This design comes from an exercise in tuning for small area on the open sky130 flow, not from production work.
Function was checked by simulation only, so behaviour that the tests miss may differ from the original.
Power figures rest on the tool's default switching activity, not on a simulated workload.

`design/flow/run.sh`:
```
#!/bin/bash
# synth_recipe.tcl (not shown) runs the flow's synth.tcl, then flattens the netlist and writes it again
# the make line also repeats each setting of config.mk as NAME=value (left out here)
make -C /OpenROAD-flow-scripts/flow DESIGN_CONFIG=/design/flow/config.mk WORK_HOME=/design/flow/orfs CLKGATE_MAP_FILE= SYNTH_SCRIPT=/design/flow/synth_recipe.tcl finish
```
`design/flow/config.mk`:
```
export PLATFORM = sky130hd
export DESIGN_NAME = uart_top
export DESIGN_NICKNAME = uart_top
export VERILOG_FILES = /design/flow/design.v
export SDC_FILE = /design/flow/constraint.sdc
export NUM_CORES = 4
export LEC_CHECK = 0
export CAP_MARGIN = 20
export CORE_MARGIN = 2
export CORE_UTILIZATION = 40
export SLEW_MARGIN = 20
```
`design/flow/constraint.sdc`:
```
create_clock -name core_clock -period 10.0 [get_ports {pclk}]
set_input_delay 2.0000 -clock core_clock [delete_from_list [all_inputs] [get_ports {pclk}]]
set_output_delay 2.0000 -clock core_clock [all_outputs]
set_load 0.01 [all_outputs]
```
`design/flow/design.v`:
```
`timescale 1ns/1ps
module uart_fifo #(
  parameter DATA_WIDTH = 8,  
  parameter DEPTH_BITS = 4  
) (
  input wire clk,
  input wire rstn,  
  input wire push,  
  input wire pop,   
  input wire [7:0] data_in,
  output wire [7:0] data_out,
  output wire full,
  output wire empty,
  output wire [4:0] count  
);
  reg [7:0] mem [0:15];  
  reg [3:0] write_pointer;  
  reg [3:0] read_pointer;   
  reg [4:0] current_count;  
  assign empty = (current_count == 5'd0);
  assign full = (current_count == 5'd16);
  assign data_out = mem[read_pointer];  
  assign count = current_count;
  always @(posedge clk or negedge rstn) begin
    if (!rstn) begin  
      write_pointer <= 4'd0;
      read_pointer <= 4'd0;
      current_count <= 5'd0;
    end else begin
      if (push && !full) begin
        mem[write_pointer] <= data_in;
        write_pointer <= write_pointer + 1;
        current_count <= current_count + 1;
      end
      if (pop && !empty) begin
        read_pointer <= read_pointer + 1;
        current_count <= current_count - 1;
      end
      if (push && !full && pop && !empty) begin
        current_count <= current_count;  
      end
    end
  end
endmodule
`timescale 1ns/1ps
module uart_transmitter #(
  parameter DATA_WIDTH = 8,
  parameter CLK_FREQ = 100_000_000,
  parameter BAUD_RATE = 115200
) (
  input wire clk,
  input wire rstn,
  input wire [7:0] data_in,
  input wire start,
  input wire parity_en,
  input wire two_stop_bits,
  input wire [1:0] word_length,
  output reg tx,
  output wire tx_busy,
  output wire baud_tick
);
  localparam IDLE        = 3'b000;
  localparam START_BIT   = 3'b001;
  localparam DATA_BITS   = 3'b010;
  localparam PARITY_BIT  = 3'b011;
  localparam STOP1_BIT   = 3'b100;
  localparam STOP2_BIT   = 3'b101;
  reg [2:0] tx_state;
  reg [7:0] tx_shift_reg;
  reg [2:0] bit_counter;
  reg parity_bit;
  reg [31:0] baud_rate_counter;
  reg [1:0] word_length_q;
  reg parity_en_q;
  reg two_stop_bits_q;
  localparam BAUD_PERIOD_CYCLES = (CLK_FREQ / BAUD_RATE);
  wire baud_done = (baud_rate_counter == BAUD_PERIOD_CYCLES - 1);
  assign baud_tick = baud_done;
  assign tx_busy = (tx_state != IDLE);
  wire [2:0] actual_data_bits;
  assign actual_data_bits = (word_length_q == 2'b00) ? 3'd4 :
                            (word_length_q == 2'b01) ? 3'd5 :
                            (word_length_q == 2'b10) ? 3'd6 :
                            3'd7;
  wire [7:0] data_for_parity;
  assign data_for_parity = (word_length == 2'b00) ? {3'b0, data_in[4:0]} :
                           (word_length == 2'b01) ? {2'b0, data_in[5:0]} :
                           (word_length == 2'b10) ? {1'b0, data_in[6:0]} :
                           data_in;
  always @(posedge clk or negedge rstn) begin
    if (!rstn) begin
      tx_state <= IDLE;
      tx <= 1'b1;
      baud_rate_counter <= 0;
      bit_counter <= 0;
      tx_shift_reg <= 0;
      parity_bit <= 1'b0;
      word_length_q <= 2'b00;
      parity_en_q <= 1'b0;
      two_stop_bits_q <= 1'b0;
    end else begin
      if (baud_done)
        baud_rate_counter <= 0;
      else
        baud_rate_counter <= baud_rate_counter + 1;
      case (tx_state)
        IDLE: begin
          tx <= 1'b1;
          if (start) begin
            tx_state <= START_BIT;
            tx_shift_reg <= data_in;
            parity_bit <= ^data_for_parity;
            word_length_q <= word_length;
            parity_en_q <= parity_en;
            two_stop_bits_q <= two_stop_bits;
            bit_counter <= 0;
            baud_rate_counter <= 0;
          end
        end
        START_BIT: begin
          tx <= 1'b0;
          if (baud_done)
            tx_state <= DATA_BITS;
        end
        DATA_BITS: begin
          tx <= tx_shift_reg[0];
          if (baud_done) begin
            tx_shift_reg <= tx_shift_reg >> 1;
            if (bit_counter == actual_data_bits) begin
              if (parity_en_q)
                tx_state <= PARITY_BIT;
              else
                tx_state <= STOP1_BIT;
            end else begin
              bit_counter <= bit_counter + 1;
            end
          end
        end
        PARITY_BIT: begin
          tx <= parity_bit;
          if (baud_done)
            tx_state <= STOP1_BIT;
        end
        STOP1_BIT: begin
          tx <= 1'b1;
          if (baud_done) begin
            if (two_stop_bits_q)
              tx_state <= STOP2_BIT;
            else
              tx_state <= IDLE;
          end
        end
        STOP2_BIT: begin
          tx <= 1'b1;
          if (baud_done)
            tx_state <= IDLE;
        end
        default: tx_state <= IDLE;
      endcase
    end
  end
endmodule
`timescale 1ns/1ps
module uart_receiver #(
  parameter DATA_WIDTH = 8,
  parameter CLK_FREQ = 100_000_000,
  parameter BAUD_RATE = 115200
) (
  input wire clk,
  input wire rstn,
  input wire rx,
  input wire parity_en,
  input wire two_stop_bits,
  input wire [1:0] word_length,
  output reg [7:0] data_out,
  output reg data_valid,
  output reg parity_error,
  output reg frame_error
);
  localparam IDLE        = 3'b000;
  localparam START_BIT   = 3'b001;
  localparam DATA_BITS   = 3'b010;
  localparam PARITY_BIT  = 3'b011;
  localparam STOP1_BIT   = 3'b100;
  localparam STOP2_BIT   = 3'b101;
  localparam VALID_STATE = 3'b110;
  reg [2:0] rx_state;
  reg [7:0] rx_shift_reg;
  reg [2:0] bit_counter;
  reg [31:0] baud_rate_counter;
  reg rx_sync;
  reg rx_prev;
  reg [1:0] word_length_q;
  reg parity_en_q;
  reg two_stop_bits_q;
  localparam BAUD_PERIOD_CYCLES = (CLK_FREQ / BAUD_RATE);
  localparam HALF_BAUD_PERIOD_CYCLES = BAUD_PERIOD_CYCLES / 2;
  wire baud_done = (baud_rate_counter == BAUD_PERIOD_CYCLES - 1);
  wire [2:0] actual_data_bits;
  assign actual_data_bits = (word_length_q == 2'b00) ? 3'd4 :
                            (word_length_q == 2'b01) ? 3'd5 :
                            (word_length_q == 2'b10) ? 3'd6 :
                            3'd7;
  always @(posedge clk or negedge rstn) begin
    if (!rstn) begin
      rx_sync <= 1'b1;
      rx_prev <= 1'b1;
    end else begin
      rx_sync <= rx;
      rx_prev <= rx_sync;
    end
  end
  wire [7:0] rx_aligned;
  assign rx_aligned = (word_length_q == 2'b00) ? {3'b0, rx_shift_reg[7:3]} :
                      (word_length_q == 2'b01) ? {2'b0, rx_shift_reg[7:2]} :
                      (word_length_q == 2'b10) ? {1'b0, rx_shift_reg[7:1]} :
                      rx_shift_reg;
  wire expected_parity = ^rx_aligned;
  always @(posedge clk or negedge rstn) begin
    if (!rstn) begin
      rx_state <= IDLE;
      data_valid <= 1'b0;
      parity_error <= 1'b0;
      frame_error <= 1'b0;
      baud_rate_counter <= 0;
      bit_counter <= 0;
      rx_shift_reg <= 0;
      data_out <= 0;
      word_length_q <= 2'b00;
      parity_en_q <= 1'b0;
      two_stop_bits_q <= 1'b0;
    end else begin
      data_valid <= 1'b0;
      parity_error <= 1'b0;
      frame_error <= 1'b0;
      if (baud_done)
        baud_rate_counter <= 0;
      else
        baud_rate_counter <= baud_rate_counter + 1;
      case (rx_state)
        IDLE: begin
          if (!rx_sync && rx_prev) begin
            rx_state <= START_BIT;
            baud_rate_counter <= 0;
            word_length_q <= word_length;
            parity_en_q <= parity_en;
            two_stop_bits_q <= two_stop_bits;
          end
        end
        START_BIT: begin
          if (baud_rate_counter == HALF_BAUD_PERIOD_CYCLES - 1) begin
            if (rx_sync == 1'b0) begin
              rx_state <= DATA_BITS;
              baud_rate_counter <= 0;
              bit_counter <= 0;
            end else begin
              rx_state <= IDLE;
              frame_error <= 1'b1;
            end
          end
        end
        DATA_BITS: begin
          if (baud_done) begin
            baud_rate_counter <= 0;
            rx_shift_reg <= {rx_sync, rx_shift_reg[7:1]};
            if (bit_counter == actual_data_bits) begin
              if (parity_en_q)
                rx_state <= PARITY_BIT;
              else
                rx_state <= STOP1_BIT;
            end else begin
              bit_counter <= bit_counter + 1;
            end
          end
        end
        PARITY_BIT: begin
          if (baud_done) begin
            baud_rate_counter <= 0;
            if (rx_sync != expected_parity)
              parity_error <= 1'b1;
            rx_state <= STOP1_BIT;
          end
        end
        STOP1_BIT: begin
          if (baud_done) begin
            baud_rate_counter <= 0;
            if (rx_sync == 1'b1) begin
              if (two_stop_bits_q)
                rx_state <= STOP2_BIT;
              else
                rx_state <= VALID_STATE;
            end else begin
              rx_state <= IDLE;
              frame_error <= 1'b1;
            end
          end
        end
        STOP2_BIT: begin
          if (baud_done) begin
            baud_rate_counter <= 0;
            if (rx_sync == 1'b1)
              rx_state <= VALID_STATE;
            else begin
              frame_error <= 1'b1;
              rx_state <= IDLE;
            end
          end
        end
        VALID_STATE: begin
          data_out <= rx_aligned;
          data_valid <= 1'b1;
          rx_state <= IDLE;
        end
        default: rx_state <= IDLE;
      endcase
    end
  end
endmodule
`timescale 1ns/1ps
module uart_registers #(
  parameter ADDR_WIDTH = 32,  
  parameter DATA_WIDTH = 32  
) (
  input wire clk,
  input wire rstn,  
  input wire [ADDR_WIDTH-1:0] paddr,
  input wire [DATA_WIDTH-1:0] pwdata,
  input wire pwrite,
  input wire psel,
  input wire penable,
  output reg [DATA_WIDTH-1:0] prdata,
  output reg pready,
  output reg pslverr,
  output wire [7:0] tx_data_to_fifo,  
  output wire tx_fifo_push_en,  
  input wire tx_fifo_full,  
  input wire tx_fifo_empty,  
  input wire [7:0] rx_fifo_data,  
  input wire rx_fifo_empty,  
  input wire rx_overrun,  
  output wire rx_fifo_pop_en,  
  input wire tx_busy_from_tx,  
  input wire rx_frame_error_from_rx,  
  input wire rx_parity_error_from_rx,  
  output wire parity_en_out,
  output wire two_stop_bits_out,
  output wire [1:0] word_length_out,
  output reg irq
);
  reg [7:0] lcr;  
  reg [2:0] ier;  
  reg lsr_overrun_error;
  reg lsr_parity_error;
  reg lsr_frame_error;
  wire lsr_data_ready = !rx_fifo_empty;
  wire lsr_thr_empty = tx_fifo_empty;
  wire lsr_tx_empty = tx_fifo_empty && !tx_busy_from_tx;
  wire [7:0] lsr = {
    1'b0,               
    lsr_tx_empty,       
    lsr_thr_empty,      
    lsr_frame_error,    
    lsr_parity_error,   
    lsr_overrun_error,  
    1'b0,               
    lsr_data_ready      
  };
  assign word_length_out = lcr[1:0];  
  assign parity_en_out = lcr[2];      
  assign two_stop_bits_out = lcr[3];  
  wire access = psel && penable && !pready;
  wire wr = access && pwrite;
  wire rd = access && !pwrite;
  assign tx_data_to_fifo = pwdata[7:0];
  assign tx_fifo_push_en = wr && (paddr == 32'h00) && !tx_fifo_full;
  assign rx_fifo_pop_en = rd && (paddr == 32'h00);
  always @(posedge clk or negedge rstn) begin
    if (!rstn) begin
      pready <= 1'b0;
      pslverr <= 1'b0;
      prdata <= 'b0;
      lcr <= 'b0;  
      ier <= 'b0;
      lsr_overrun_error <= 1'b0;
      lsr_parity_error <= 1'b0;
      lsr_frame_error <= 1'b0;
      irq <= 1'b0;
    end else begin
      pready <= access;
      pslverr <= 1'b0;
      if (wr) begin
        case (paddr)
          32'h00: begin  
            if (tx_fifo_full)
              pslverr <= 1'b1;  
          end
          32'h04: ier <= pwdata[2:0];  
          32'h0C: lcr <= pwdata[7:0];  
          default: pslverr <= 1'b1;  
        endcase
      end
      else if (rd) begin
        case (paddr)
          32'h00: prdata <= rx_fifo_empty ? 32'b0 : {24'b0, rx_fifo_data};  
          32'h04: prdata <= {29'b0, ier};
          32'h0C: prdata <= {24'b0, lcr};  
          32'h14: begin  
            prdata <= {24'b0, lsr};
            lsr_overrun_error <= 1'b0;
            lsr_parity_error <= 1'b0;
            lsr_frame_error <= 1'b0;
          end
          default: pslverr <= 1'b1;  
        endcase
      end
      if (rx_overrun) lsr_overrun_error <= 1'b1;
      if (rx_frame_error_from_rx) lsr_frame_error <= 1'b1;
      if (rx_parity_error_from_rx) lsr_parity_error <= 1'b1;
      irq <= (ier[0] && lsr_data_ready) ||
             (ier[1] && lsr_thr_empty) ||
             (ier[2] && (lsr_overrun_error || lsr_parity_error || lsr_frame_error));
    end
  end
endmodule
`timescale 1ns/1ps
module uart_top #(
  parameter TOP_DATA_WIDTH = 8,  
  parameter TOP_FIFO_DEPTH_BITS = 4,  
  parameter TOP_CLK_FREQ = 100_000_000,  
  parameter TOP_BAUD_RATE = 115200  
) (
  input wire pclk,
  input wire presetn,  
  input wire [31:0] paddr,
  input wire [31:0] pwdata,
  input wire pwrite,
  input wire penable,
  input wire psel,
  output wire [31:0] prdata,
  output wire pready,
  output wire pslverr,
  input wire rx_input,  
  output wire tx_output,  
  output wire irq,
  output wire baud_o  
);
  wire [7:0] tx_data_to_registers;  
  wire tx_fifo_push_en_from_registers;  
  wire [7:0] rx_fifo_data_to_registers;  
  wire rx_fifo_pop_en_from_registers;  
  wire parity_en_from_lcr;        
  wire two_stop_bits_from_lcr;    
  wire [1:0] word_length_from_lcr;  
  wire [TOP_DATA_WIDTH-1:0] tx_fifo_data_out;  
  wire tx_fifo_full;  
  wire tx_fifo_empty;  
  wire [TOP_DATA_WIDTH-1:0] rx_fifo_data_in;  
  wire rx_fifo_full;  
  wire rx_fifo_empty;  
  wire tx_start_to_tx_module;  
  wire tx_busy_from_tx_module;  
  wire rx_data_valid_from_rx_module;  
  wire rx_frame_error_from_rx_module;  
  wire rx_parity_error_from_rx_module;  
  wire tx_fifo_write_en;  
  wire tx_fifo_read_en;   
  wire rx_fifo_write_en;  
  wire rx_fifo_read_en;   
  wire rx_overrun;  
  wire baud_tick_from_tx;  
  uart_registers #(
    .ADDR_WIDTH(32),
    .DATA_WIDTH(32)
  ) uart_registers_inst (
    .clk(pclk),
    .rstn(presetn),
    .paddr(paddr),
    .pwdata(pwdata),
    .pwrite(pwrite),
    .psel(psel),
    .penable(penable),
    .prdata(prdata),
    .pready(pready),
    .pslverr(pslverr),
    .tx_data_to_fifo(tx_data_to_registers),  
    .tx_fifo_push_en(tx_fifo_push_en_from_registers),  
    .tx_fifo_full(tx_fifo_full),  
    .tx_fifo_empty(tx_fifo_empty),  
    .rx_fifo_data(rx_fifo_data_to_registers),  
    .rx_fifo_empty(rx_fifo_empty),  
    .rx_overrun(rx_overrun),  
    .rx_fifo_pop_en(rx_fifo_pop_en_from_registers),  
    .tx_busy_from_tx(tx_busy_from_tx_module),  
    .rx_frame_error_from_rx(rx_frame_error_from_rx_module),  
    .rx_parity_error_from_rx(rx_parity_error_from_rx_module),  
    .parity_en_out(parity_en_from_lcr),
    .two_stop_bits_out(two_stop_bits_from_lcr),
    .word_length_out(word_length_from_lcr),
    .irq(irq)
  );
  uart_fifo #(
    .DATA_WIDTH(TOP_DATA_WIDTH),  
    .DEPTH_BITS(TOP_FIFO_DEPTH_BITS)  
  ) tx_fifo_inst (
    .clk(pclk),
    .rstn(presetn),
    .push(tx_fifo_write_en),  
    .pop(tx_fifo_read_en),    
    .data_in(tx_data_to_registers),  
    .data_out(tx_fifo_data_out),  
    .full(tx_fifo_full),
    .empty(tx_fifo_empty),
    .count()  
  );
  uart_fifo #(
    .DATA_WIDTH(TOP_DATA_WIDTH),  
    .DEPTH_BITS(TOP_FIFO_DEPTH_BITS)  
  ) rx_fifo_inst (
    .clk(pclk),
    .rstn(presetn),
    .push(rx_fifo_write_en),  
    .pop(rx_fifo_read_en),    
    .data_in(rx_fifo_data_in),  
    .data_out(rx_fifo_data_to_registers),  
    .full(rx_fifo_full),
    .empty(rx_fifo_empty),
    .count()  
  );
  uart_transmitter #(
    .DATA_WIDTH(TOP_DATA_WIDTH),  
    .CLK_FREQ(TOP_CLK_FREQ),      
    .BAUD_RATE(TOP_BAUD_RATE)     
  ) uart_tx_inst (
    .clk(pclk),
    .rstn(presetn),
    .data_in(tx_fifo_data_out),  
    .start(tx_start_to_tx_module),  
    .parity_en(parity_en_from_lcr),
    .two_stop_bits(two_stop_bits_from_lcr),
    .word_length(word_length_from_lcr),
    .tx(tx_output),  
    .tx_busy(tx_busy_from_tx_module),  
    .baud_tick(baud_tick_from_tx)  
  );
  uart_receiver #(
    .DATA_WIDTH(TOP_DATA_WIDTH),  
    .CLK_FREQ(TOP_CLK_FREQ),      
    .BAUD_RATE(TOP_BAUD_RATE)     
  ) uart_rx_inst (
    .clk(pclk),
    .rstn(presetn),
    .rx(rx_input),  
    .parity_en(parity_en_from_lcr),
    .two_stop_bits(two_stop_bits_from_lcr),
    .word_length(word_length_from_lcr),
    .data_out(rx_fifo_data_in),  
    .data_valid(rx_data_valid_from_rx_module),  
    .parity_error(rx_parity_error_from_rx_module),  
    .frame_error(rx_frame_error_from_rx_module)  
  );
  assign tx_fifo_write_en = tx_fifo_push_en_from_registers && !tx_fifo_full;
  assign tx_start_to_tx_module = !tx_busy_from_tx_module && !tx_fifo_empty;
  assign tx_fifo_read_en = tx_start_to_tx_module;
  assign rx_fifo_write_en = rx_data_valid_from_rx_module && !rx_fifo_full;
  assign rx_overrun = rx_data_valid_from_rx_module && rx_fifo_full;
  assign rx_fifo_read_en = rx_fifo_pop_en_from_registers && !rx_fifo_empty;
  assign baud_o = baud_tick_from_tx;
endmodule
```
==> run summary <==
==> power by group through the flow <==
stage          combinational (mW)  sequential [mW]  clock (mW)
2_1_floorplan               0.158             1.94           0
3_3_place_gp                0.212             1.95           0
3_5_place_dp                0.222             1.95           0
4_1_cts                     0.224             1.92        1.67
5_1_grt                     0.251             1.93        1.74
6_report                    0.221             1.92        1.64
==> cell usage after synthesis, drive strengths merged (12+ instances only) <==
cell type,number
mux2,43
clkbuf,48
a21oi,43
a222oi,15
o21ai,67
nand2,134
o22ai,12
mux2i,28
dfrtp,163
edfxtp,256
nand3,52
buf,48
a221oi,12
a22oi,27
nor2,143
inv,38
xnor2,53
ha,27
a31oi,18
nor4,21
and3,13
xor2,41
nor3,23
nand4,28
==> path summary, 6_finish.rpt <==
path                       cells after the start                    startpoint  slack, ps                              endpoint
min                                            1     uart_rx_inst.parity_error        450  uart_registers_inst.lsr_parity_error
max                                            7                      paddr[1]       4870                tx_fifo_inst.mem[7][0]
min in group asynchronous                      1                       presetn       1430    uart_tx_inst.baud_rate_counter[27]
max in group asynchronous                      2                       presetn       7340            uart_registers_inst.lcr[4]
min reg2reg                                    1     uart_rx_inst.parity_error        450  uart_registers_inst.lsr_parity_error
max reg2reg                                    9  tx_fifo_inst.read_pointer[3]       6570               uart_tx_inst.parity_bit
==> final cells by class <==
cell class / instances / area, µm² / area share, %
clock buffers: 58 / 1236 / 5.822
clock inverters: 26 / 211.5 / 0.9959
inverters: 38 / 142.6 / 0.6718
multi-input cells: 962 / 6317 / 29.75
flip-flops and latches: 422 / 11850 / 55.79
well taps: 607 / 759.5 / 3.577
repair buffers: 76 / 720.7 / 3.394
==> cells by family after synthesis <==
logic type	count (synthesis)	share of synthesized area, %
DFF	422	63.48
and+or+nand+nor	478	12.22
muxes	78	4.942
adders and majority gates	29	2.025
other	1	0.02010
buffers and inverters	134	3.326
xor gates and xnor gates	95	4.573
AOI/OAI and AO/OA	258	9.414
==> metal layers <==
metal | track usage [%] | vias up | routed length [µm]
met2 | 28.68 | 269 | 20250
li1 | - | 5582 | -
met1 | 25.13 | 5932 | 19370
met3 | 2.981 | 80 | 1999
met5 | 0 | - | 8
met4 | 6.085 | 2 | 1059
==> worst max-delay path, stage by stage <==
cell             delay (ps)
clkdlybuf4s50_1         390
nor4_1                  310
nand4_1                 280
nor3_1                  440
nand4_1                 470
or3_1                   530
nor2_1                  900
==> flow_summary.toml <==
[die]
core.rowCount = 79
coreArea_um2 = 46260
die_area_um2 = 48400
pin_count = 107
die_h_um = 220.0
die_w_um = 220.0
start_util_pct = 40.34

[global_routing]
grt_max_degree = 73
grt_pass1_vias = 11659
overflow = 0
grt_pass1_wl_mm = 67.52
antenna_found_initial = 1
grtUsageTotal_pct = 18.03

[pwr]
ir_drop_v = 0.0001203
power_frac_clock_pct = 43.3
switchingPower_mw = 0.8799
p_int_mw = 2.897
power_frac_comb_pct = 5.8
finalPower_mw = 3.777
pwr-share-seq_pct = 50.8
swShare_pct = 23.30
powerDensity_nw_per_um2 = 177.9
p_leak_nw = 7.925

[place]
dpl-instance-area_um2 = 19770
dp_slack_ps = 4306
gp_congestion = 0.7777
hpwl_mm = 27.00
dpl.cell_count = 2105
port_buffers = 58

[logic_synthesis]
netlist.top_cell.by_area = "edfxtp_1"
synth_flop_cell = "edfxtp_1"
syn_inst = 1495
synth_edf_count = 256
async_flop_share_pct = 39.34
yosysSeqAreaShare_pct = 63.48
avgSynthCellArea_um2 = 12.48
synthDistinctLibCells = 82
synth_top_area_share_pct = 41.20
ys_ff_latch = 422
synth_area_leaders = "edfxtp_1, dfrtp_1, nor2_1"
synthesis.area_um2 = 18660
yosys_warnings = 5

[cts]
clock_sinks = 422
cts.clk_slew.worst_paths_ps = 60
cts_buffer_depth = 3
cts_tree = "done"
clkLatencyLatePin_ps = 590
post_cts_resized = 0
cts_max_level = 2
hold_buffers = 0
cts_buffers = 46
cts_root_buf = "clkbuf_16"
postCtsSetupBuffers = 0

[timing]
layout_setup_ws_ps = 4869
final_hold_viol_count = 0
rsz0062_at_grt = "false"
slew_headroom_pct = 23.21
fin_hold_ws_ps = 447.0
final_max_slew_viol_count = 0
min_period_ps = 5131
finalSetupViolCount = 0
worst_pin_slew_ps = 1148
fin_setup_tns_ps = 0
finalClockSkew_ps = 23.94
timing.final.crit_share_pct = 51.31
max_freq_mhz = 194.9

[critical_path]
arrival_ps = 5330
cp-end-kind = "register"
start_kind = "input pin"
path_max_fanout = 8
critPathKind = "input pin to register"
worstPathRequired_ps = 10200

[drt]
dr_total_vias = 11865
ant_nets = 0
drc_errors = 0
wl_per_cell_um = 19.50
viasPerCell = 5.420
drtIter0Drc = 1027
drt_pre_antenna_iters = 6
routed_wl_mm = 42.68

[finish]
finalNonFillerCells = 2189
fillers = 4178
nNetsFinal = 1645
utilization_pct = 45.90
drive_gt1_share_pct = 9.039
final_common_cell = "edfxtp_1"
diodes = 0
syn2layout_area_growth_pct = 13.79
fin_area_um2 = 21230
final_cell_mix = "edfxtp_1, dfrtp_1, nor2_1, nand2_1, clkdlybuf4s50_1"
reg_top3 = "rx_fifo_inst.mem (128), tx_fifo_inst.mem (128)"

[run]
maxCapViolCount = 0

[hold_path]
hold_path_class = "register to register"

[outcome]
status = "timing/DRC/antenna clean"

-- separate check: timing with driven ports --
How much do the figures lean on ideal ports? The routed layout below was timed once more, with nothing changed but the port constraints. Step 1 assumes that a clkbuf_16 drives the clock port and a buf_2 every other input. Step 2, shift: input delay + t, output delay - t, t = (earliest + latest rising clock arrival at the registers) / 2. This alone moves slack from input paths to output paths. Slacks: no drivers / after step 1 / after step 2; pairs: no drivers / after step 1.
t (ns): 0.629
slack for setup (ns): 4.869 / 4.896 / 4.267
worst data-port slew with drivers (ns): 0.09
After both steps this run still meets setup and hold. For this run, drivers alone change the setup slack by +0.027 ns; drivers and shift together by -0.602 ns.
